Background: an optimization exercise with open tools, aiming at small area, a short achievable clock period and few clock cycles. Do not read the settings as production practice.
The RTL was checked by simulation tests, not by an equivalence proof against the original design.
No activity file was given, so power comes from the tool's default toggle rates.

## flow/constraint.sdc

```tcl
create_clock -name core_clock -period 25.0 [get_ports {clk}]
set_input_delay 5.0000 -clock core_clock [delete_from_list [all_inputs] [get_ports {clk}]]
set_output_delay 5.0000 -clock core_clock [all_outputs]
set_load 0.01 [all_outputs]
```

## flow/design.v

```verilog
module parameterized_fft #(
    parameter DATA_WIDTH = 16,
    parameter FFT_POINTS = 8,
    parameter LOG2_FFT_POINTS = $clog2(FFT_POINTS)
)(
    input wire clk,
    input wire rst_n,
    input wire start,
    input wire [DATA_WIDTH-1:0] data_in_real,
    input wire [DATA_WIDTH-1:0] data_in_imag,
    input wire data_valid_in,
    output reg data_ready,
    output wire [(DATA_WIDTH*FFT_POINTS)-1:0] data_out_real,
    output wire [(DATA_WIDTH*FFT_POINTS)-1:0] data_out_imag,
    output reg data_valid_out,
    output reg busy
);
    reg [15:0] sr [0:7];
    reg [15:0] si [0:7];
    reg [15:0] xr, xi;
    reg h5r, h5i, h7r, h7i;
    genvar gk;
    generate for (gk = 0; gk < 8; gk = gk + 1) begin : g_out
        assign data_out_real[16*gk +: 16] = sr[gk];
        assign data_out_imag[16*gk +: 16] = si[gk];
    end endgenerate
    reg loading;             
    reg [2:0] cnt;           
    reg ld0, ld1, ld2, ld3, pre0, pre1, pre2, k1, k2, k3, k4, k5, k6;
    wire take = loading & data_valid_in;
    wire n_ld0 = take & (cnt == 3'd0);
    wire n_ld1 = take & (cnt == 3'd1);
    wire n_ld2 = take & (cnt == 3'd2);
    wire n_ld3 = take & (cnt == 3'd3);
    wire n_pre0 = take & (cnt == 3'd4);
    wire n_pre1 = take & (cnt == 3'd5);
    wire n_pre2 = take & (cnt == 3'd6);
    wire n_k1 = take & (cnt == 3'd7);
    wire n_k2 = k1, n_k3 = k2, n_k4 = k3, n_k5 = k4, n_k6 = k5;
    always @(posedge clk) begin
        xr <= data_in_real;
        xi <= data_in_imag;
    end
    always @(posedge clk or negedge rst_n) begin
        if (!rst_n) begin
            loading <= 1'b0;
            cnt <= 3'd0;
            {ld0, ld1, ld2, ld3, pre0, pre1, pre2} <= 7'd0;
            {k1, k2, k3, k4, k5, k6} <= 6'd0;
            rs0 <= 1'b0;
            rs1 <= 1'b0;
            rs2 <= 1'b0;
            rs3 <= 1'b0;
            rs4 <= 1'b0;
            rs5 <= 1'b0;
            rs6 <= 1'b0;
            rs7 <= 1'b0;
            rs8 <= 1'b0;
            rs9 <= 1'b0;
            rs10 <= 1'b0;
            busy <= 1'b0;
            data_ready <= 1'b1;
            data_valid_out <= 1'b0;
        end else begin
            {ld0, ld1, ld2, ld3} <= {n_ld0, n_ld1, n_ld2, n_ld3};
            {pre0, pre1, pre2} <= {n_pre0, n_pre1, n_pre2};
            {k1, k2, k3, k4, k5, k6} <= {n_k1, n_k2, n_k3, n_k4, n_k5, n_k6};
            rs0 <= n_k3 | n_k4 | n_pre0;
            rs1 <= n_k2 | n_pre1;
            rs2 <= n_pre2;
            rs3 <= n_k1;
            rs4 <= n_k1 | n_pre0 | n_pre1 | n_pre2;
            rs5 <= n_k2 | n_k4;
            rs6 <= n_k3;
            rs7 <= n_k1 | n_k6;
            rs8 <= n_k5;
            rs9 <= n_k1 | n_k2 | n_k4;
            rs10 <= n_k6;
            if (start) begin
                loading <= 1'b1;
                cnt <= 3'd0;
                busy <= 1'b1;
                data_valid_out <= 1'b0;
            end else if (take) begin
                cnt <= cnt + 3'd1;
                if (cnt == 3'd7) begin
                    loading <= 1'b0;
                    data_ready <= 1'b0;
                end
            end
            if (k6) begin
                busy <= 1'b0;
                data_ready <= 1'b1;
                data_valid_out <= 1'b1;
            end
        end
    end
    reg rs0;    
    reg rs1;    
    reg rs2;    
    reg rs3;    
    reg rs4;    
    reg rs5;    
    reg rs6;    
    reg rs7;    
    reg rs8;    
    reg rs9;    
    reg rs10;    
    function [15:0] sat;
        input [16:0] v;
        sat = (v[16] ^ v[15]) ? {v[16], {15{~v[16]}}} : v[15:0];
    endfunction
    function [15:0] satx;
        input [16:0] v;
        input en;
        satx = (en & (v[16] ^ v[15])) ? {v[16], {15{~v[16]}}} : v[15:0];
    endfunction
    wire [15:0] u_ar =
        ({16{rs0}} & sr[6]) |
        ({16{rs1}} & sr[3]) |
        ({16{rs2}} & sr[0]) |
        ({16{rs3}} & sr[7]);
    wire [15:0] u_ai =
        ({16{rs0}} & si[6]) |
        ({16{rs1}} & si[3]) |
        ({16{rs2}} & si[0]) |
        ({16{rs3}} & si[7]);
    wire [15:0] u_br =
        ({16{rs4}} & xr) |
        ({16{rs5}} & sr[0]) |
        ({16{rs6}} & sr[5]);
    wire [15:0] u_bi =
        ({16{rs4}} & xi) |
        ({16{rs5}} & si[0]) |
        ({16{rs6}} & si[5]);
    wire [15:0] v_ar =
        ({16{rs7}} & sr[1]) |
        ({16{rs5}} & sr[2]) |
        ({16{rs6}} & si[2]) |
        ({16{rs8}} & sr[7]);
    wire [15:0] v_ai =
        ({16{rs7}} & si[1]) |
        ({16{rs5}} & si[2]) |
        ({16{rs6}} & si[3]) |
        ({16{rs8}} & si[7]);
    wire [15:0] v_br =
        ({16{rs9}} & sr[4]) |
        ({16{rs6}} & sr[2]) |
        ({16{rs8}} & si[5]) |
        ({16{rs10}} & sr[5]);
    wire [15:0] v_bi =
        ({16{rs9}} & si[4]) |
        ({16{rs6}} & sr[3]) |
        ({16{rs8}} & si[3]) |
        ({16{rs10}} & si[5]);
    wire [15:0] utr = (~u_br[15] & (|u_br)) ? u_br - 16'd1 : u_br;
    wire [15:0] uti = (~u_bi[15] & (|u_bi)) ? u_bi - 16'd1 : u_bi;
    wire ucr = (u_br == 16'h8000), uci = (u_bi == 16'h8000);
    wire [16:0] us1r = {u_ar[15], u_ar} + {utr[15], utr} + {16'd0, ucr};
    wire [16:0] us2r = {u_ar[15], u_ar} + {~utr[15], ~utr} + {16'd0, ~ucr};
    wire [16:0] us1i = {u_ai[15], u_ai} + {uti[15], uti} + {16'd0, uci};
    wire [16:0] us2i = {u_ai[15], u_ai} + {~uti[15], ~uti} + {16'd0, ~uci};
    wire [15:0] u1r = sat(us1r), u1i = sat(us1i), u2r = sat(us2r), u2i = sat(us2i);
    wire v_w2 = k1 | k2 | k4;
    wire [15:0] vtr = v_w2 ? v_bi : v_br;
    wire [15:0] vti = v_w2 ? v_br : v_bi;
    wire vsw = v_w2 & (v_br != 16'h8000);
    wire [16:0] vs1r = {v_ar[15], v_ar} + {vtr[15], vtr};
    wire [16:0] vs2r = {v_ar[15], v_ar} - {vtr[15], vtr};
    wire [16:0] vs1i = {v_ai[15], v_ai} + {vti[15], vti};
    wire [16:0] vs2i = {v_ai[15], v_ai} - {vti[15], vti};
    wire [15:0] v1r = satx(vs1r, ~k3);
    wire [15:0] v2r = satx(vs2r, ~k3);
    wire [15:0] v1i = satx(vsw ? vs2i : vs1i, ~k3);
    wire [15:0] v2i = satx(vsw ? vs1i : vs2i, ~k3);
    wire [16:0] mx = k4 ? {h7i, si[3]} : {h5r, sr[5]};
    wire [16:0] myv = k4 ? {h5i, si[5]} : {h7r, sr[3]};
    wire [16:0] my = myv ^ {17{k4}};              
    wire [30:0] ex = {{14{mx[16]}}, mx};
    wire [30:0] ey = {{14{my[16]}}, my};
    wire [30:0] kc = k4 ? 31'd23170 : 31'd0;
    wire [30:0] px = (ex << 14) + (ex << 12) + (ex << 11) + (ex << 9) + (ex << 7) + (ex << 1);
    wire [30:0] py = (ey << 14) + (ey << 12) + (ey << 11) + (ey << 9) + (ey << 7) + (ey << 1) + kc;
    wire [15:0] tx = px[30:15], ty = py[30:15];
    wire wer0 = k1 | k2 | k4 | ld2;
    wire [15:0] wdr0 =
        ({16{(k1 | k2 | k4)}} & u1r) |
        ({16{ld2}} & xr);
    wire wei0 = k1 | k2 | k4 | ld2;
    wire [15:0] wdi0 =
        ({16{(k1 | k2 | k4)}} & u1i) |
        ({16{ld2}} & xi);
    wire wer1 = pre0 | k1 | k6;
    wire [15:0] wdr1 =
        ({16{pre0}} & u2r) |
        ({16{(k1 | k6)}} & v1r);
    wire wei1 = pre0 | k1 | k6;
    wire [15:0] wdi1 =
        ({16{pre0}} & u2i) |
        ({16{(k1 | k6)}} & v1i);
    wire wer2 = pre1 | k3 | k2 | k4;
    wire [15:0] wdr2 =
        ({16{(pre1 | k3)}} & u2r) |
        ({16{(k2 | k4)}} & v1r);
    wire wei2 = pre1 | k3 | k2 | k4;
    wire [15:0] wdi2 =
        ({16{(pre1 | k3)}} & u2i) |
        ({16{(k2 | k4)}} & v1i);
    wire wer3 = pre1 | k2 | k3 | k5 | ld1;
    wire [15:0] wdr3 =
        ({16{pre1}} & u1r) |
        ({16{(k2 | k3)}} & v2r) |
        ({16{k5}} & v1r) |
        ({16{ld1}} & xr);
    wire wei3 = pre1 | k2 | k3 | k5 | ld1 | k4;
    wire [15:0] wdi3 =
        ({16{pre1}} & u1i) |
        ({16{(k2 | k3)}} & v2i) |
        ({16{k5}} & v1i) |
        ({16{ld1}} & xi) |
        ({16{k4}} & ty);
    wire wer4 = pre2 | k1 | k2 | k4;
    wire [15:0] wdr4 = u2r;
    wire wei4 = pre2 | k1 | k2 | k4;
    wire [15:0] wdi4 = u2i;
    wire wer5 = pre2 | k3 | k6 | k5;
    wire [15:0] wdr5 =
        ({16{pre2}} & u1r) |
        ({16{k3}} & v1r) |
        ({16{k6}} & v2r) |
        ({16{k5}} & tx);
    wire wei5 = pre2 | k3 | k6 | k4 | k5;
    wire [15:0] wdi5 =
        ({16{pre2}} & u1i) |
        ({16{k3}} & v1i) |
        ({16{k6}} & v2i) |
        ({16{k4}} & tx) |
        ({16{k5}} & ty);
    wire wer6 = pre0 | k3 | k4 | ld0;
    wire [15:0] wdr6 =
        ({16{(pre0 | k3)}} & u1r) |
        ({16{k4}} & v2r) |
        ({16{ld0}} & xr);
    wire wei6 = pre0 | k3 | k4 | ld0;
    wire [15:0] wdi6 =
        ({16{(pre0 | k3)}} & u1i) |
        ({16{k4}} & v2i) |
        ({16{ld0}} & xi);
    wire wer7 = k1 | k5 | ld3;
    wire [15:0] wdr7 =
        ({16{(k1 | k5)}} & v2r) |
        ({16{ld3}} & xr);
    wire wei7 = k1 | k5 | ld3;
    wire [15:0] wdi7 =
        ({16{(k1 | k5)}} & v2i) |
        ({16{ld3}} & xi);
    always @(posedge clk) begin
        if (k3) begin
            h5r <= vs1r[16]; h5i <= vs1i[16]; h7r <= vs2r[16]; h7i <= vs2i[16];
        end
        if (wer0) sr[0] <= wdr0;
        if (wei0) si[0] <= wdi0;
        if (wer1) sr[1] <= wdr1;
        if (wei1) si[1] <= wdi1;
        if (wer2) sr[2] <= wdr2;
        if (wei2) si[2] <= wdi2;
        if (wer3) sr[3] <= wdr3;
        if (wei3) si[3] <= wdi3;
        if (wer4) sr[4] <= wdr4;
        if (wei4) si[4] <= wdi4;
        if (wer5) sr[5] <= wdr5;
        if (wei5) si[5] <= wdi5;
        if (wer6) sr[6] <= wdr6;
        if (wei6) si[6] <= wdi6;
        if (wer7) sr[7] <= wdr7;
        if (wei7) si[7] <= wdi7;
    end
endmodule
```

## flow/config.mk

```make
export PLATFORM = sky130hd
export DESIGN_NAME = parameterized_fft
export DESIGN_NICKNAME = parameterized_fft
export VERILOG_FILES = /design/flow/design.v
export SDC_FILE = /design/flow/constraint.sdc
export NUM_CORES = 4
export LEC_CHECK = 0
export CAP_MARGIN = 20
export CORE_MARGIN = 2
export CORE_UTILIZATION = 40
export SLEW_MARGIN = 20
```

## flow/flow/run.sh

```bash
#!/bin/bash
# Layout flow: the standard ORFS flow (standard.sh, unchanged synthesis,
# floorplan, power grid, placement, CTS and routing), with two settings:
#  - the port buffers are sky130_fd_sc_hd__buf_2 cells (every input and
#    output port still gets its own buffer);
#  - timing repair (after CTS and after global routing) aims at a setup
#    slack of MARGIN ns under the unchanged 25 ns clock, so it upsizes and
#    buffers the longest paths instead of stopping at slack 0.
# The full make output goes to flow.log; each ORFS step also writes its own
# log under orfs/logs/.
set -euo pipefail
MARGIN=18.5
bash standard.sh \
  SETUP_SLACK_MARGIN=$MARGIN \
  "BUFFER_PORTS_ARGS=-buffer_cell sky130_fd_sc_hd__buf_2" \
  finish > flow.log 2>&1
```

## flow/standard.sh

```bash
#!/bin/bash
# synth_recipe.tcl (not shown) runs the flow's synth.tcl, then flattens the netlist and writes it again
# the make line also repeats each setting of config.mk as NAME=value (left out here)
make -C /OpenROAD-flow-scripts/flow DESIGN_CONFIG=/design/flow/config.mk WORK_HOME=/design/flow/orfs CLKGATE_MAP_FILE= SYNTH_SCRIPT=/design/flow/synth_recipe.tcl "${@:-finish}"
```

==> results of run 1 <==
[report_power, final]
part | total (mW) | switching [mW] | internal [mW] | leakage, nW
Sequential | 0.655 | 0.0399 | 0.615 | 3.00
Clock | 0.576 | 0.261 | 0.316 | 0.587
Combinational | 1.32 | 0.917 | 0.401 | 10.9
[worst max-delay path by stage]
stage	end	startpoint	slack, ns	cells after the start
after global placement	sr[1][4]	k3	17.00	19
after CTS	data_out_imag[92]	si[5][12]	18.49	1
after detailed placement	sr[2][11]	k3	16.86	19
after global routing	si[5][15]	k4	18.45	19
after floorplan	sr[3][10]	k3	18.83	23
final	data_out_imag[82]	si[5][2]	18.41	1
[cells in the final DEF (no fill, tap or decap), drive strengths merged, types with 42 or more instances in the layout]
cell,count
buf,417
inv,327
nand2,283
edfxtp,260
a22oi,231
ha,229
nor2,185
a21oi,181
o21ai,178
xnor2,125
fa,122
nand3,74
a22o,59
a21o,56
clkbuf,53
o21a,52
nor3,48
a222oi,45
xor2,42
[synthesized netlist by cell type (34+ instances only)]
cell                         n
sky130_fd_sc_hd__a21o_1     56
sky130_fd_sc_hd__a21oi_1   181
sky130_fd_sc_hd__a222oi_1   45
sky130_fd_sc_hd__a22o_1     59
sky130_fd_sc_hd__a22oi_1   231
sky130_fd_sc_hd__clkbuf_1  159
sky130_fd_sc_hd__edfxtp_1  260
sky130_fd_sc_hd__fa_1      122
sky130_fd_sc_hd__ha_1      229
sky130_fd_sc_hd__inv_1     326
sky130_fd_sc_hd__mux2i_1    37
sky130_fd_sc_hd__nand2_1   283
sky130_fd_sc_hd__nand3_1    74
sky130_fd_sc_hd__nor2_1    185
sky130_fd_sc_hd__nor3_1     48
sky130_fd_sc_hd__o211ai_1   37
sky130_fd_sc_hd__o21a_1     51
sky130_fd_sc_hd__o21ai_0   173
sky130_fd_sc_hd__o221ai_1   34
sky130_fd_sc_hd__xnor2_1   125
sky130_fd_sc_hd__xor2_1     42
[cell type report]
class,instances,area share
Inverter,329,0.0358
Clock inverter,19,0.00474
Antenna cell,7,0.000506
Clock buffer,50,0.0300
Multi-Input combinational cell,2469,0.556
Sequential cell,318,0.263
Timing Repair Buffer,420,0.0741
Tap cell,969,0.0350
[metal layers]
layer / vias up / wire length, um / track usage
met5: - / 281 / 0.0125
li1: 12800 / - / -
met2: 2688 / 65100 / 0.576
met1: 14900 / 55400 / 0.480
met3: 744 / 24700 / 0.177
met4: 24 / 16700 / 0.311
[sequential cells by signal, indices dropped and copies added (netlist names), 3 cells and up]
signal and count:
xr 16, sr 128, xi 16, cnt 3, si 128
[cells by family (layout without fill, tap and decap cells)]
family	Yosys count	count (layout)	synth area share
flip-flops	318	318	0.303
adder cells (fa/ha/maj)	369	369	0.183
AO/OA/AOI/OAI	1130	1131	0.269
buffers and inverters	523	818	0.0660
other	0	7	0
AND/OR/NAND/NOR	754	754	0.115
XOR/XNOR	167	167	0.0487
multiplexers	48	48	0.0165
[metrics by stage]
stage	power (mW)	hold WS (ns)
after floorplan	1.39	0.352
after global placement	1.86	0.472
after detailed placement	1.85	0.478
after CTS	2.43	0.487
after global routing	2.61	0.502
final	2.55	0.482
[repair_timing]
action	4_1_cts	5_1_grt
gates resized for setup	41	40
pin swaps	10	7
endpoints found under the setup margin	227	211
cloned	0	1
setup buffers	31	44
==> summary.txt, run 1 <==
Setup path
  • Required @ worst endpoint: 20.00 ns
  • Crit Reg-Reg Endpoint: sr[3][0]
  • Crit-path max FO: 7
  • Crit path DAT: 1.59 ns
  • Nature of the critical path endpoint: primary output
  • Max incr delay on CP: 0.74 ns
  • Critical path's slowest cell: sky130_fd_sc_hd__edfxtp_1
  • Reg2reg setup slack: 18.60 ns
  • Category of cells accounting for the largest share of critical-path delay: flip-flops
  • Cells along the critical path: buf_2
  • Buffer and inverter count on the worst path: 1
  • Type of element launching the critical path: flop
  • Reg2Reg Launch Point: rs8
  • Worst-case reg-to-reg path depth: 14
  • CP Class: reg -> out

Logic synthesis
  • Number of instances in the synthesized netlist: 3309
  • FFs w/ async S/R, synth: 0.0818
  • Sequential cell area fraction in the yosys report: 0.303
  • Count of warnings emitted by yosys: 3
  • Number of synthesized flops with an enable pin: 260
  • Count of unique library cells instantiated by Yosys: 84
  • Syn_area_per_cell: 9.08 sq um
  • Cells taking the most area after synthesis: sky130_fd_sc_hd__edfxtp_1 26%, sky130_fd_sc_hd__ha_1 9.5%, sky130_fd_sc_hd__fa_1 8.1%, sky130_fd_sc_hd__a22oi_1 5.8%, sky130_fd_sc_hd__inv_1 4.1%
  • Number of nets in the synthesized netlist: 3696
  • Top flip-flop cell by instance count after synthesis: sky130_fd_sc_hd__edfxtp_1
  • Flop and latch count out of synthesis: 318
  • Portion of synthesized cell area occupied by the leading cell type: 0.260
  • Largest area contributor in the netlist: sky130_fd_sc_hd__edfxtp_1
  • Cell area after synthesis: 0.0300 sq mm

STA
  • Relative max-transition margin: 0.146
  • Final setup violation count: 0
  • RSZ-0062 raised after global routing: true
  • Setup Total Neg Slack: 0 ns
  • Achievable frequency: 152 MHz
  • Number of endpoints with negative hold slack in the final report: 0
  • Slew of the pin with the lowest slew margin: 1.27 ns
  • Setup clock skew after layout: 0.0375 ns
  • Post-route fraction of the period consumed by the critical path: 0.264
  • Count of pins over their slew limit: 0
  • Final setup margin: 18.41 ns
  • Minimum period implied by the final worst setup slack: 6.59 ns

Place
  • Place WS: 16.86 ns
  • Number of I/O port buffers: 294
  • Final GP Congestion: 1.04
  • Placed cell area: 0.0324 sq mm
  • Detailed placement HPWL: 121000 um
  • Number of placed cells counting well taps: 4424

Floorplan
  • Effective utilization at floorplan: 0.403
  • Core area: 0.0744 sq mm
  • IO Count: 295
  • Vertical extent of the die: 278 um
  • Number of standard-cell rows in the floorplan: 100
  • Die footprint: 0.0773 sq mm
  • Chip width: 278 um

Cells and area
  • Final-layout fill cell count: 7210
  • Finished Layout Cells: 4581
  • Layout area overhead: 15.2%
  • Number of nets at the end of the flow: 3964
  • Finished Cell Area: 0.0346 sq mm
  • Footprint of the multi-input gates: 0.0193 sq mm
  • Final core utilization: 0.465
  • Share of post-route cells with drive strength above 1: 0.163
  • Register area: 0.00912 sq mm

Clocking
  • Maximum clock path buffer count: 3
  • Number of buffers created by CTS: 39
  • Clock tree from TritonCTS: built
  • Clock transition at path regs: 0.06 ns
  • # hold bufs at CTS: 0
  • Source-to-sink clock delay at the later pin of the worst-skew pair: 0.62 ns
  • # clock sinks: 318
  • CTS H-tree lvls: 2
  • Cell at the root of the clock tree: sky130_fd_sc_hd__clkbuf_16

Route
  • Via count: 31100
  • Iteration-0 DRC Markers: 5726
  • Post-detailed-route via-to-cell ratio: 6.80
  • Drt pass-1 iters: 13
  • Post-route DRC violation count: 0
  • Routed length per placed instance: 35.4 um
  • Routed wire length: 162000 um
  • Remaining number of nets flagged by the antenna check after routing: 0

Global routing
  • Wire length of the first global-routing pass: 221000 um
  • Global-route total usage across every layer: 0.406
  • Total global routing overflow: 0
  • Maximum number of pins on one net before global-route repair: 70
  • Number of antenna violations at the first check in global routing: 22
  • Via count of the first global-routing pass: 28400

Power and ir drop
  • Leakage: 14.5 nW
  • Power density over the cells: 73.6 mW/mm^2
  • Worst VDD drop: 0.0000396 V

Run
  • Number of violations of the max-capacitance limit: 0

Hold path
  • HP Start: data_ready
  • Hold path depth: 2
  • Worst Hold Path EP: data_ready
  • Worst Hold Class: reg -> reg

Outcome
  • Outcome: timing/DRC/antenna clean
Testbench counts, summed over its fixed seeds: cycles 4,808.
==> run 2: changes to the inputs <==
--- a/flow/design.v
+++ b/flow/design.v
@@ -222,5 +222,7 @@
     wire wer4 = pre2 | k1 | k2 | k4;
-    wire [15:0] wdr4 = u2r;
+    wire [15:0] wdr4 =
+        ({16{(pre2 | k1 | k2 | k4)}} & u2r);
     wire wei4 = pre2 | k1 | k2 | k4;
-    wire [15:0] wdi4 = u2i;
+    wire [15:0] wdi4 =
+        ({16{(pre2 | k1 | k2 | k4)}} & u2i);
     wire wer5 = pre2 | k3 | k6 | k5;
@@ -260,18 +262,18 @@
         end
-        if (wer0) sr[0] <= wdr0;
-        if (wei0) si[0] <= wdi0;
-        if (wer1) sr[1] <= wdr1;
-        if (wei1) si[1] <= wdi1;
-        if (wer2) sr[2] <= wdr2;
-        if (wei2) si[2] <= wdi2;
-        if (wer3) sr[3] <= wdr3;
-        if (wei3) si[3] <= wdi3;
-        if (wer4) sr[4] <= wdr4;
-        if (wei4) si[4] <= wdi4;
-        if (wer5) sr[5] <= wdr5;
-        if (wei5) si[5] <= wdi5;
-        if (wer6) sr[6] <= wdr6;
-        if (wei6) si[6] <= wdi6;
-        if (wer7) sr[7] <= wdr7;
-        if (wei7) si[7] <= wdi7;
+        sr[0] <= wdr0 | ({16{~wer0}} & sr[0]);
+        si[0] <= wdi0 | ({16{~wei0}} & si[0]);
+        sr[1] <= wdr1 | ({16{~wer1}} & sr[1]);
+        si[1] <= wdi1 | ({16{~wei1}} & si[1]);
+        sr[2] <= wdr2 | ({16{~wer2}} & sr[2]);
+        si[2] <= wdi2 | ({16{~wei2}} & si[2]);
+        sr[3] <= wdr3 | ({16{~wer3}} & sr[3]);
+        si[3] <= wdi3 | ({16{~wei3}} & si[3]);
+        sr[4] <= wdr4 | ({16{~wer4}} & sr[4]);
+        si[4] <= wdi4 | ({16{~wei4}} & si[4]);
+        sr[5] <= wdr5 | ({16{~wer5}} & sr[5]);
+        si[5] <= wdi5 | ({16{~wei5}} & si[5]);
+        sr[6] <= wdr6 | ({16{~wer6}} & sr[6]);
+        si[6] <= wdi6 | ({16{~wei6}} & si[6]);
+        sr[7] <= wdr7 | ({16{~wer7}} & sr[7]);
+        si[7] <= wdi7 | ({16{~wei7}} & si[7]);
     end
==> summary.txt, run 2 <==
Cells and area
  • Most common cell after layout, fill and taps aside: sky130_fd_sc_hd__inv_1
  • Most frequent cells in the layout: 316 x sky130_fd_sc_hd__inv_1, 300 x sky130_fd_sc_hd__a22oi_1, 295 x sky130_fd_sc_hd__buf_2, 280 x sky130_fd_sc_hd__nand2_1, 226 x sky130_fd_sc_hd__ha_1
  • Finished Cell Area: 0.0335 sq mm
  • Number of nets at the end of the flow: 4069
  • Register area: 0.00692 sq mm
  • Layout area overhead: 15.5%
  • Footprint of the multi-input gates: 0.0205 sq mm
  • Share of post-route cells with drive strength above 1: 0.173
  • Final-layout fill cell count: 7192

Floorplan
  • Core area: 0.0716 sq mm
  • IO Count: 295
  • Effective utilization at floorplan: 0.405
  • Die footprint: 0.0747 sq mm
  • Number of standard-cell rows in the floorplan: 98
  • Chip width: 273 um
  • Vertical extent of the die: 273 um

Power and ir drop
  • Power density over the cells: 172 mW/mm^2
  • Leakage: 15.1 nW
  • Worst VDD drop: 0.000283 V

Clocking
  • Cell at the root of the clock tree: sky130_fd_sc_hd__clkbuf_16
  • CTS H-tree lvls: 2
  • Clock tree from TritonCTS: built
  • Clock transition at path regs: 0.07 ns
  • Source-to-sink clock delay at the later pin of the worst-skew pair: 0.59 ns
  • # clock sinks: 318
  • Maximum clock path buffer count: 3
  • Number of buffers created by CTS: 40

STA
  • Minimum period implied by the final worst setup slack: 6.59 ns
  • Post-route fraction of the period consumed by the critical path: 0.264
  • Slew of the pin with the lowest slew margin: 1.35 ns
  • Setup clock skew after layout: 0.0309 ns
  • RSZ-0062 raised after global routing: false
  • Number of endpoints with negative hold slack in the final report: 0
  • Final setup violation count: 0
  • Setup Total Neg Slack: 0 ns
  • Count of pins over their slew limit: 0
  • Achievable frequency: 152 MHz
  • Relative max-transition margin: 0.0934

Logic synthesis
  • Flop and latch count out of synthesis: 318
  • Most used standard cell by instance count after synthesis: sky130_fd_sc_hd__inv_1
  • Portion of synthesized cell area occupied by the leading cell type: 0.177
  • Sequential cell area fraction in the yosys report: 0.236
  • Cells taking the most area after synthesis: sky130_fd_sc_hd__dfxtp_1 18%, sky130_fd_sc_hd__ha_1 9.9%, sky130_fd_sc_hd__fa_1 8.4%, sky130_fd_sc_hd__a22oi_1 7.8%, sky130_fd_sc_hd__inv_1 4.2%
  • Top cell types by occurrence after synthesis: 321 x sky130_fd_sc_hd__inv_1, 300 x sky130_fd_sc_hd__a22oi_1, 282 x sky130_fd_sc_hd__nand2_1, 256 x sky130_fd_sc_hd__dfxtp_1, 229 x sky130_fd_sc_hd__ha_1
  • Count of warnings emitted by yosys: 3
  • Count of unique library cells instantiated by Yosys: 92
  • FFs w/ async S/R, synth: 0.0818
  • Number of instances in the synthesized netlist: 3465
  • Largest area contributor in the netlist: sky130_fd_sc_hd__dfxtp_1
  • Top flip-flop cell by instance count after synthesis: sky130_fd_sc_hd__dfxtp_1
  • Syn_area_per_cell: 8.38 sq um
  • Number of nets in the synthesized netlist: 3852
  • Cell area after synthesis: 0.0290 sq mm
  • Number of synthesized flops with an enable pin: 36

Setup path
  • Launching element of the worst setup path: si[3][2]
  • Crit Reg-Reg Endpoint: sr[7][4]
  • Nature of the critical path endpoint: primary output
  • Max incr delay on CP: 0.75 ns
  • Last element of the critical path: data_out_imag[50]
  • CP Class: reg -> out
  • Logic depth of the worst path, buffers included: 1
  • Required @ worst endpoint: 20.00 ns
  • Critical path's slowest cell: sky130_fd_sc_hd__dfxtp_1
  • Buffer and inverter count on the worst path: 1
  • Reg2reg setup slack: 18.63 ns
  • Cells along the critical path: buf_2
  • Crit-path max FO: 6
  • Reg2Reg Launch Point: k4
  • Category of cells accounting for the largest share of critical-path delay: flip-flops
  • Worst-case reg-to-reg path depth: 17
  • Type of element launching the critical path: flop
  • Crit path DAT: 1.59 ns

Global routing
  • Total global routing overflow: 0
  • Via count of the first global-routing pass: 29600
  • Wire length of the first global-routing pass: 224000 um
  • Global-route total usage across every layer: 0.420
  • Number of antenna violations at the first check in global routing: 19
  • Maximum number of pins on one net before global-route repair: 74

Place
  • Number of I/O port buffers: 294
  • Detailed placement HPWL: 122000 um
  • Final GP Congestion: 1.05
  • Placed cell area: 0.0313 sq mm

Route
  • Routed wire length: 162000 um
  • Post-detailed-route via-to-cell ratio: 6.87
  • Iteration-0 DRC Markers: 6034
  • Via count: 32100
  • Routed length per placed instance: 34.8 um
  • Drt pass-1 iters: 12
  • Remaining number of nets flagged by the antenna check after routing: 0
  • Post-route DRC violation count: 0

Run
  • Number of violations of the max-capacitance limit: 0

Hold path
  • Worst Hold Class: reg -> reg

Outcome
  • Outcome: timing/DRC/antenna clean
## run 2: changes by cell type after synthesis, sizes merged, moves of 30 or more
| cell | before | now |
|---|---|---|
| o21ai | 178 | 216 |
| a22o | 59 | 26 |
| a21oi | 181 | 151 |
| o2bb2ai | 32 | 2 |
| edfxtp | 260 | 36 |
| a222oi | 45 | 76 |
| a22oi | 231 | 300 |
| dfxtp | 32 | 256 |
## run 2: worst min path at each step
stage | from | endpoint | slack [ns] | depth (start not counted)
6_report | data_ready | data_ready | 0.48 | 2
5_1_grt | data_ready | data_ready | 0.50 | 2
4_1_cts | data_ready | data_ready | 0.48 | 2
3_5_place_dp | data_ready | data_ready | 0.47 | 2
3_3_place_gp | data_ready | data_ready | 0.47 | 2
2_1_floorplan | k2 | k3 | 0.36 | 0
## run 2: area by class of cell
class / count / area share
Multi-Input combinational cell: 2610 / 0.611
Inverter: 321 / 0.0363
Clock inverter: 20 / 0.00851
Clock buffer: 51 / 0.0335
Antenna cell: 9 / 0.000672
Tap cell: 950 / 0.0355
Timing Repair Buffer: 391 / 0.0685
Sequential cell: 318 / 0.206
## run 2: logic make-up (layout without fill, tap and decap cells)
group	Yosys count	count (layout)	synth area share
and+or+nand+nor	795	795	0.128
adders and majority gates	353	353	0.184
xor gates and xnor gates	163	163	0.0492
muxes	59	59	0.0211
buffers and inverters	537	783	0.0717
AOI/OAI and AO/OA	1240	1240	0.310
other	0	9	0
DFF	318	318	0.236
## run 2: power by group
group | total, mW | leakage, nW | switching (mW) | internal (mW)
registers | 1.16 | 2.80 | 0.447 | 0.709
clock network | 0.648 | 0.676 | 0.266 | 0.382
logic | 3.97 | 11.6 | 2.59 | 1.38
total | 5.77 | 15.1 | 3.30 | 2.47
## run 2: per-layer routing
layer / global-route usage / share of wire / vias to the layer above
met5: 0 / 0.00084 / -
met4: 0.346 / 0.10 / 20
met3: 0.151 / 0.14 / 724
met2: 0.605 / 0.41 / 2656
met1: 0.499 / 0.35 / 15400
li1: - / - / 13300
## run 2: metrics by stage
stage               hold WS [ns]  utilization  setup WS [ns]  instances  total power, mW
floorplan                  0.365            -          18.74       3465             3.23
global placement           0.466        0.438          17.06       4556             4.75
detailed placement         0.468        0.438          16.86       4556             4.77
CTS                        0.478        0.462          18.50       4644             5.46
global route               0.501        0.468          18.45       4663             5.99
finish                     0.483        0.468          18.41       4670             5.77
## run 2: worst register-to-register path: cells and delay by family (launching register included)
kind	cells	cell delay [ns]
buffers and inverters	3	0.92
AOI/OAI and AO/OA	8	2.88
DFF	1	0.56
muxes	1	0.39
adders and majority gates	2	0.51
and+or+nand+nor	3	0.95
## run 2: what timing repair did
action                     CTS  global route
pin swaps                   17            10
gates cloned                 0             1
gates resized for setup     74            52
hold buffers                 0             0
setup endpoints to repair  235           164
buffers inserted            17            12
Testbench counts of run 2, summed over its fixed seeds: cycles 4,808.
==> run 3: changes to the inputs <==
--- a/flow/flow/run.sh
+++ b/flow/flow/run.sh
@@ -7,3 +7,4 @@
 #    slack of MARGIN ns under the unchanged 25 ns clock, so it upsizes and
-#    buffers the longest paths instead of stopping at slack 0.
+#    buffers the longest paths instead of stopping at slack 0; only the
+#    worst paths are repaired (TNS_END_PERCENT 0).
 # The full make output goes to flow.log; each ORFS step also writes its own
@@ -11,5 +12,6 @@
 set -euo pipefail
-MARGIN=18.5
+MARGIN=19
 bash standard.sh \
   SETUP_SLACK_MARGIN=$MARGIN \
+  TNS_END_PERCENT=0 \
   "BUFFER_PORTS_ARGS=-buffer_cell sky130_fd_sc_hd__buf_2" \
==> summary.txt, run 3 <==
Outcome
  • Outcome: timing/DRC/antenna clean

Route
  • Drt pass-1 iters: 11
  • Routed wire length: 158000 um
  • Remaining number of nets flagged by the antenna check after routing: 0
  • Post-detailed-route via-to-cell ratio: 6.84
  • Iteration-0 DRC Markers: 6088
  • Routed length per placed instance: 33.7 um
  • Post-route DRC violation count: 0
  • Via count: 32100

STA
  • Post-route fraction of the period consumed by the critical path: 0.255
  • RSZ-0062 raised after global routing: true
  • Final setup margin: 18.63 ns
  • Achievable frequency: 157 MHz
  • Minimum period implied by the final worst setup slack: 6.37 ns
  • Number of endpoints with negative hold slack in the final report: 0
  • Setup Total Neg Slack: 0 ns
  • Setup clock skew after layout: 0.0348 ns
  • Final setup violation count: 0
  • Worst hold slack across all endpoints: 0.484 ns
  • Slew of the pin with the lowest slew margin: 1.29 ns
  • Count of pins over their slew limit: 0
  • Relative max-transition margin: 0.129

Floorplan
  • Vertical extent of the die: 273 um
  • Effective utilization at floorplan: 0.405
  • Core area: 0.0716 sq mm
  • Die footprint: 0.0747 sq mm
  • IO Count: 295
  • Chip width: 273 um
  • Number of standard-cell rows in the floorplan: 98

Power and ir drop
  • Power density over the cells: 170 mW/mm^2
  • Leakage: 15.2 nW
  • Total Power Consumption: 5.72 mW
  • Worst VDD drop: 0.000186 V

Place
  • Placed cell area: 0.0313 sq mm
  • Place WS: 17.80 ns
  • Detailed placement HPWL: 118000 um
  • Number of placed cells counting well taps: 4548
  • Final GP Congestion: 1.07
  • Number of I/O port buffers: 294

Cells and area
  • Final-layout fill cell count: 7121
  • Most frequent cells in the layout: 316 x sky130_fd_sc_hd__inv_1, 299 x sky130_fd_sc_hd__a22oi_1, 294 x sky130_fd_sc_hd__buf_2, 280 x sky130_fd_sc_hd__nand2_1, 224 x sky130_fd_sc_hd__ha_1
  • Layout area overhead: 16.3%
  • Number of nets at the end of the flow: 4085
  • Share of post-route cells with drive strength above 1: 0.192
  • Finished Layout Cells: 4692
  • Finished Cell Area: 0.0337 sq mm
  • Final core utilization: 0.471
  • Most common cell after layout, fill and taps aside: sky130_fd_sc_hd__inv_1

Hold path
  • Hold path depth: 2
  • Worst Hold Class: reg -> reg

Clocking
  • # hold bufs at CTS: 0
  • CTS H-tree lvls: 2
  • Clock transition at path regs: 0.06 ns
  • Maximum clock path buffer count: 3
  • Source-to-sink clock delay at the later pin of the worst-skew pair: 0.61 ns
  • Clock tree from TritonCTS: built
  • Cell at the root of the clock tree: sky130_fd_sc_hd__clkbuf_16
  • Number of buffers created by CTS: 40
  • # clock sinks: 318

Global routing
  • Number of antenna violations at the first check in global routing: 23
  • Total global routing overflow: 0
  • Wire length of the first global-routing pass: 221000 um
  • Global-route total usage across every layer: 0.413
  • Maximum number of pins on one net before global-route repair: 82
  • Via count of the first global-routing pass: 29700

Setup path
  • Nature of the critical path endpoint: primary output
  • Critical path's slowest cell: sky130_fd_sc_hd__dfxtp_1
  • Category of cells accounting for the largest share of critical-path delay: flip-flops
  • Logic depth of the worst path, buffers included: 1
  • Type of element launching the critical path: flop
  • Crit-path max FO: 3
  • Worst-case reg-to-reg path depth: 19
  • CP Class: reg -> out
  • Required @ worst endpoint: 20.00 ns
  • Crit path DAT: 1.37 ns
  • Cells along the critical path: buf_2
  • Buffer and inverter count on the worst path: 1
  • Max incr delay on CP: 0.56 ns

Logic synthesis
  • Number of nets in the synthesized netlist: 3852
  • Syn_area_per_cell: 8.38 sq um
  • Number of instances in the synthesized netlist: 3465
  • Portion of synthesized cell area occupied by the leading cell type: 0.177
  • Count of unique library cells instantiated by Yosys: 92
  • Count of warnings emitted by yosys: 3
  • Cell area after synthesis: 0.0290 sq mm
  • Cells taking the most area after synthesis: sky130_fd_sc_hd__dfxtp_1 18%, sky130_fd_sc_hd__ha_1 9.9%, sky130_fd_sc_hd__fa_1 8.4%, sky130_fd_sc_hd__a22oi_1 7.8%, sky130_fd_sc_hd__inv_1 4.2%
  • Number of synthesized flops with an enable pin: 36
  • Sequential cell area fraction in the yosys report: 0.236
  • Top cell types by occurrence after synthesis: 321 x sky130_fd_sc_hd__inv_1, 300 x sky130_fd_sc_hd__a22oi_1, 282 x sky130_fd_sc_hd__nand2_1, 256 x sky130_fd_sc_hd__dfxtp_1, 229 x sky130_fd_sc_hd__ha_1
  • Top flip-flop cell by instance count after synthesis: sky130_fd_sc_hd__dfxtp_1
  • FFs w/ async S/R, synth: 0.0818
  • Largest area contributor in the netlist: sky130_fd_sc_hd__dfxtp_1
  • Most used standard cell by instance count after synthesis: sky130_fd_sc_hd__inv_1
  • Flop and latch count out of synthesis: 318

Run
  • Number of violations of the max-capacitance limit: 0
==> run 3: final cells by class <==
class,instances,area (sq um),share of cell area
flip-flops and latches,318,7050,0.209
diodes,15,37.5,0.00111
clock buffers,60,1190,0.0352
clock inverters,11,119,0.00352
well taps,950,1190,0.0352
inverters,321,1220,0.0360
multi-input cells,2610,20500,0.608
repair buffers,407,2430,0.0719
==> run 3: path summary, 6_finish.rpt <==
check                           startpoint                 to  slack (ns)
worst max-delay path              si[1][1]  data_out_imag[17]       18.63
worst min-delay path            data_ready         data_ready        0.48
worst max register to register          k4           sr[6][9]       18.79
worst min register to register  data_ready         data_ready        0.48
max in group asynchronous            rst_n                 k3       20.02
min in group asynchronous            rst_n                rs8        4.45
==> run 3: routing by layer <==
| metal | wire length, um | vias up | global-route usage |
|---|---|---|---|
| met5 | 295 | - | 0.0148 |
| met4 | 16300 | 24 | 0.320 |
| met3 | 22700 | 789 | 0.178 |
| met2 | 63800 | 2726 | 0.591 |
| met1 | 54700 | 15200 | 0.483 |
| li1 | - | 13300 | - |
==> run 3: kinds of logic (layout without fill, tap and decap cells) <==
logic type               count (synthesis)  count (layout)  share of synthesized area
multiplexers                            59              59                     0.0211
XOR/XNOR                               163             163                     0.0492
buffers and inverters                  537             799                     0.0717
adder cells (fa/ha/maj)                353             353                      0.184
AO/OA/AOI/OAI                         1240            1240                      0.310
AND/OR/NAND/NOR                        795             795                      0.128
other                                    0              15                          0
flip-flops                             318             318                      0.236
==> run 3: power by group <==
| part | switching (mW) | leakage [nW] | internal [mW] |
|---|---|---|---|
| registers | 0.441 | 2.83 | 0.726 |
| logic | 2.56 | 11.7 | 1.39 |
| clock network | 0.257 | 0.645 | 0.349 |
==> run 3: timing repair <==
item                                   in CTS  in global routing
setup endpoints to repair                 482                492
gates resized for setup                   153                 60
gates cloned                                1                  0
endpoints found under the hold margin       0                  0
pin swaps                                  18                 11
setup buffers                              31                 21
==> run 4: changes to the inputs <==
--- a/flow/flow/run.sh
+++ b/flow/flow/run.sh
@@ -12,3 +12,3 @@
 set -euo pipefail
-MARGIN=19
+MARGIN=19.4
 bash standard.sh \
==> summary.txt, run 4 <==
Outcome
  • Outcome: timing/DRC/antenna clean

Floorplan
  • Effective utilization at floorplan: 0.405
  • Core area: 0.0716 sq mm
  • Die footprint: 0.0747 sq mm
  • IO Count: 295
  • Number of standard-cell rows in the floorplan: 98
  • Vertical extent of the die: 273 um
  • Chip width: 273 um

Logic synthesis
  • Cell area after synthesis: 0.0290 sq mm
  • XOR/XNOR share of the synthesized area: 0.0492
  • Main combinational cell family by area after synthesis: compound AO/OA/AOI/OAI gates
  • Count of unique library cells instantiated by Yosys: 92
  • Post-synthesis simple-gate area fraction: 0.128
  • Number of instances in the synthesized netlist: 3465
  • Count of warnings emitted by yosys: 3
  • Area fraction in compound gates after synthesis: 0.310
  • Portion of synthesized cell area occupied by the leading cell type: 0.177
  • FFs w/ async S/R, synth: 0.0818
  • Synthesized-area fraction occupied by adder cells: 0.184
  • Syn_area_per_cell: 8.38 sq um
  • Cells taking the most area after synthesis: sky130_fd_sc_hd__dfxtp_1 18%, sky130_fd_sc_hd__ha_1 9.9%, sky130_fd_sc_hd__fa_1 8.4%, sky130_fd_sc_hd__a22oi_1 7.8%, sky130_fd_sc_hd__inv_1 4.2%
  • Sequential cell area fraction in the yosys report: 0.236
  • Number of synthesized flops with an enable pin: 36
  • Number of nets in the synthesized netlist: 3852
  • Flop and latch count out of synthesis: 318
  • Top cell types by occurrence after synthesis: 321 x sky130_fd_sc_hd__inv_1, 300 x sky130_fd_sc_hd__a22oi_1, 282 x sky130_fd_sc_hd__nand2_1, 256 x sky130_fd_sc_hd__dfxtp_1, 229 x sky130_fd_sc_hd__ha_1
  • Top flip-flop cell by instance count after synthesis: sky130_fd_sc_hd__dfxtp_1
  • Portion of netlist area occupied by mux cells: 0.0211
  • Largest area contributor in the netlist: sky130_fd_sc_hd__dfxtp_1
  • Most used standard cell by instance count after synthesis: sky130_fd_sc_hd__inv_1

Clocking
  • Source-to-sink clock delay at the later pin of the worst-skew pair: 0.62 ns
  • Number of buffers created by CTS: 39
  • Cell at the root of the clock tree: sky130_fd_sc_hd__clkbuf_16
  • # clock sinks: 318
  • Clock transition at path regs: 0.06 ns
  • Maximum clock path buffer count: 3
  • Clock tree from TritonCTS: built
  • CTS H-tree lvls: 2

Power and ir drop
  • Worst VDD drop: 0.000197 V
  • Power density over the cells: 172 mW/mm^2
  • Leakage: 15.3 nW

Setup path
  • Crit-path max FO: 3
  • Category of cells accounting for the largest share of critical-path delay: flip-flops
  • Required @ worst endpoint: 20.00 ns
  • CP Class: reg -> out
  • Nature of the critical path endpoint: primary output
  • Max incr delay on CP: 0.57 ns
  • Type of element launching the critical path: flop
  • Reg2reg setup slack: 18.78 ns
  • Crit path DAT: 1.39 ns
  • Critical path's slowest cell: sky130_fd_sc_hd__dfxtp_1
  • Cells along the critical path: buf_2
  • Buffer and inverter count on the worst path: 1

Route
  • Drt pass-1 iters: 13
  • Routed length per placed instance: 35.5 um
  • Post-detailed-route via-to-cell ratio: 6.95
  • Remaining number of nets flagged by the antenna check after routing: 0
  • Iteration-0 DRC Markers: 5922
  • Via count: 32700
  • Post-route DRC violation count: 0
  • Routed wire length: 167000 um

Global routing
  • Via count of the first global-routing pass: 30100
  • Wire length of the first global-routing pass: 229000 um
  • Number of antenna violations at the first check in global routing: 25
  • Total global routing overflow: 0
  • Maximum number of pins on one net before global-route repair: 64
  • Global-route total usage across every layer: 0.434

STA
  • Relative max-transition margin: 0.156
  • Minimum period implied by the final worst setup slack: 6.39 ns
  • Number of endpoints with negative hold slack in the final report: 0
  • Setup clock skew after layout: 0.0308 ns
  • Achievable frequency: 157 MHz
  • Setup Total Neg Slack: 0 ns
  • Post-route fraction of the period consumed by the critical path: 0.256
  • Final setup violation count: 0
  • Count of pins over their slew limit: 0
  • Slew of the pin with the lowest slew margin: 1.27 ns
  • Final setup margin: 18.61 ns
  • RSZ-0062 raised after global routing: true

Cells and area
  • Most frequent cells in the layout: 315 x sky130_fd_sc_hd__inv_1, 300 x sky130_fd_sc_hd__a22oi_1, 292 x sky130_fd_sc_hd__buf_2, 278 x sky130_fd_sc_hd__nand2_1, 225 x sky130_fd_sc_hd__ha_1
  • Final-layout fill cell count: 7086
  • Most common cell after layout, fill and taps aside: sky130_fd_sc_hd__inv_1
  • Final core utilization: 0.476
  • Layout area overhead: 17.4%
  • Number of nets at the end of the flow: 4096
  • Share of post-route cells with drive strength above 1: 0.201
  • Finished Layout Cells: 4703

Place
  • Number of placed cells counting well taps: 4555
  • Detailed placement HPWL: 122000 um
  • Place WS: 17.69 ns
  • Number of I/O port buffers: 294
  • Final GP Congestion: 1.06

Run
  • Number of violations of the max-capacitance limit: 0

Hold path
  • Worst Hold Class: reg -> reg
-- run 4: cell counts after synthesis --
No cell type changed its count.
-- run 4: timing repair --
item | in CTS | in global routing
cloned | 1 | 1
pin swaps | 20 | 8
setup endpoints to repair | 515 | 510
hold buffers | 0 | 0
setup buffers | 39 | 18
resized for setup | 212 | 58
-- run 4: routing by layer --
layer | vias to the layer above | track usage | wire [um]
met3 | 865 | 0.193 | 24800
met5 | - | 0.0173 | 279
met4 | 18 | 0.359 | 17600
li1 | 13300 | - | -
met1 | 15600 | 0.499 | 57000
met2 | 2877 | 0.617 | 67400
-- run 4: area by class of cell --
| type | instances | area, sq um | area share |
|---|---|---|---|
| Timing Repair Buffer | 419 | 2620 | 0.0768 |
| Multi-Input combinational cell | 2610 | 20600 | 0.603 |
| Inverter | 321 | 1220 | 0.0357 |
| Clock inverter | 24 | 275 | 0.00808 |
| Tap cell | 950 | 1190 | 0.0349 |
| Sequential cell | 318 | 7120 | 0.209 |
| Clock buffer | 47 | 1060 | 0.0310 |
| Antenna cell | 14 | 35.0 | 0.00103 |
-- run 4: power breakdown --
part / leakage, nW / switching [mW] / total (mW) / internal (mW)
clock: 0.641 / 0.274 / 0.621 / 0.347
combinational: 11.8 / 2.65 / 4.05 / 1.40
sequential: 2.84 / 0.438 / 1.17 / 0.736
total: 15.3 / 3.36 / 5.85 / 2.49
-- run 4: kinds of logic after synthesis --
| logic type | count (synthesis) |
|---|---|
| compound gates | 1240 |
| xor+xnor | 163 |
| fa+ha+maj | 353 |
| buf+inv | 537 |
| flops | 318 |
| mux | 59 |
| simple gates | 795 |
-- run 4: path summary, 6_finish.rpt --
kind,start,endpoint,cells after the start
worst max-delay path,si[1][1],data_out_imag[17],1
worst min-delay path,data_ready,data_ready,2
worst max register to register,k4,sr[5][13],16
worst min register to register,data_ready,data_ready,2
max in group asynchronous,rst_n,rs5,1
min in group asynchronous,rst_n,busy,1
-- run 4: per-stage QoR --
step | total power [mW] | hold WS (ns) | area, sq um
3_3_place_gp | 4.76 | 0.472 | 31400
4_1_cts | 5.48 | 0.486 | 33500
6_report | 5.85 | 0.483 | 34100
2_1_floorplan | 3.23 | 0.365 | 29100
3_5_place_dp | 4.77 | 0.474 | 31400
5_1_grt | 6.07 | 0.510 | 34000

what the ideal ports hide:
Ports are ideal in the flow. The routed layouts listed here were re-timed in OpenROAD.
Step 1 assumes that a clkbuf_16 drives the clock port and a buf_2 every other input.
Step 2, shift: input delay + t, output delay - t, t = (earliest + latest rising clock arrival at the registers) / 2. This alone moves slack from input paths to output paths.
Slacks: no drivers / after step 1 / after step 2; pairs: no drivers / after step 1.
| run | t (ns) | slack for setup (ns) | worst register clock-pin slew, ns |
|---|---|---|---|
| run 1 | 0.663 | 18.409 / 18.344 / 18.600 | 0.07 / 0.07 |
| run 2 | 0.635 | 18.409 / 18.345 / 18.472 | 0.07 / 0.07 |
| run 3 | 0.660 | 18.628 / 18.561 / 18.487 | 0.07 / 0.07 |
| run 4 | 0.672 | 18.612 / 18.550 / 18.725 | 0.07 / 0.07 |
After both steps every run listed still meets setup and hold. For run 3, which loses most, drivers alone change the setup slack by -0.067 ns; drivers and shift together by -0.141 ns.
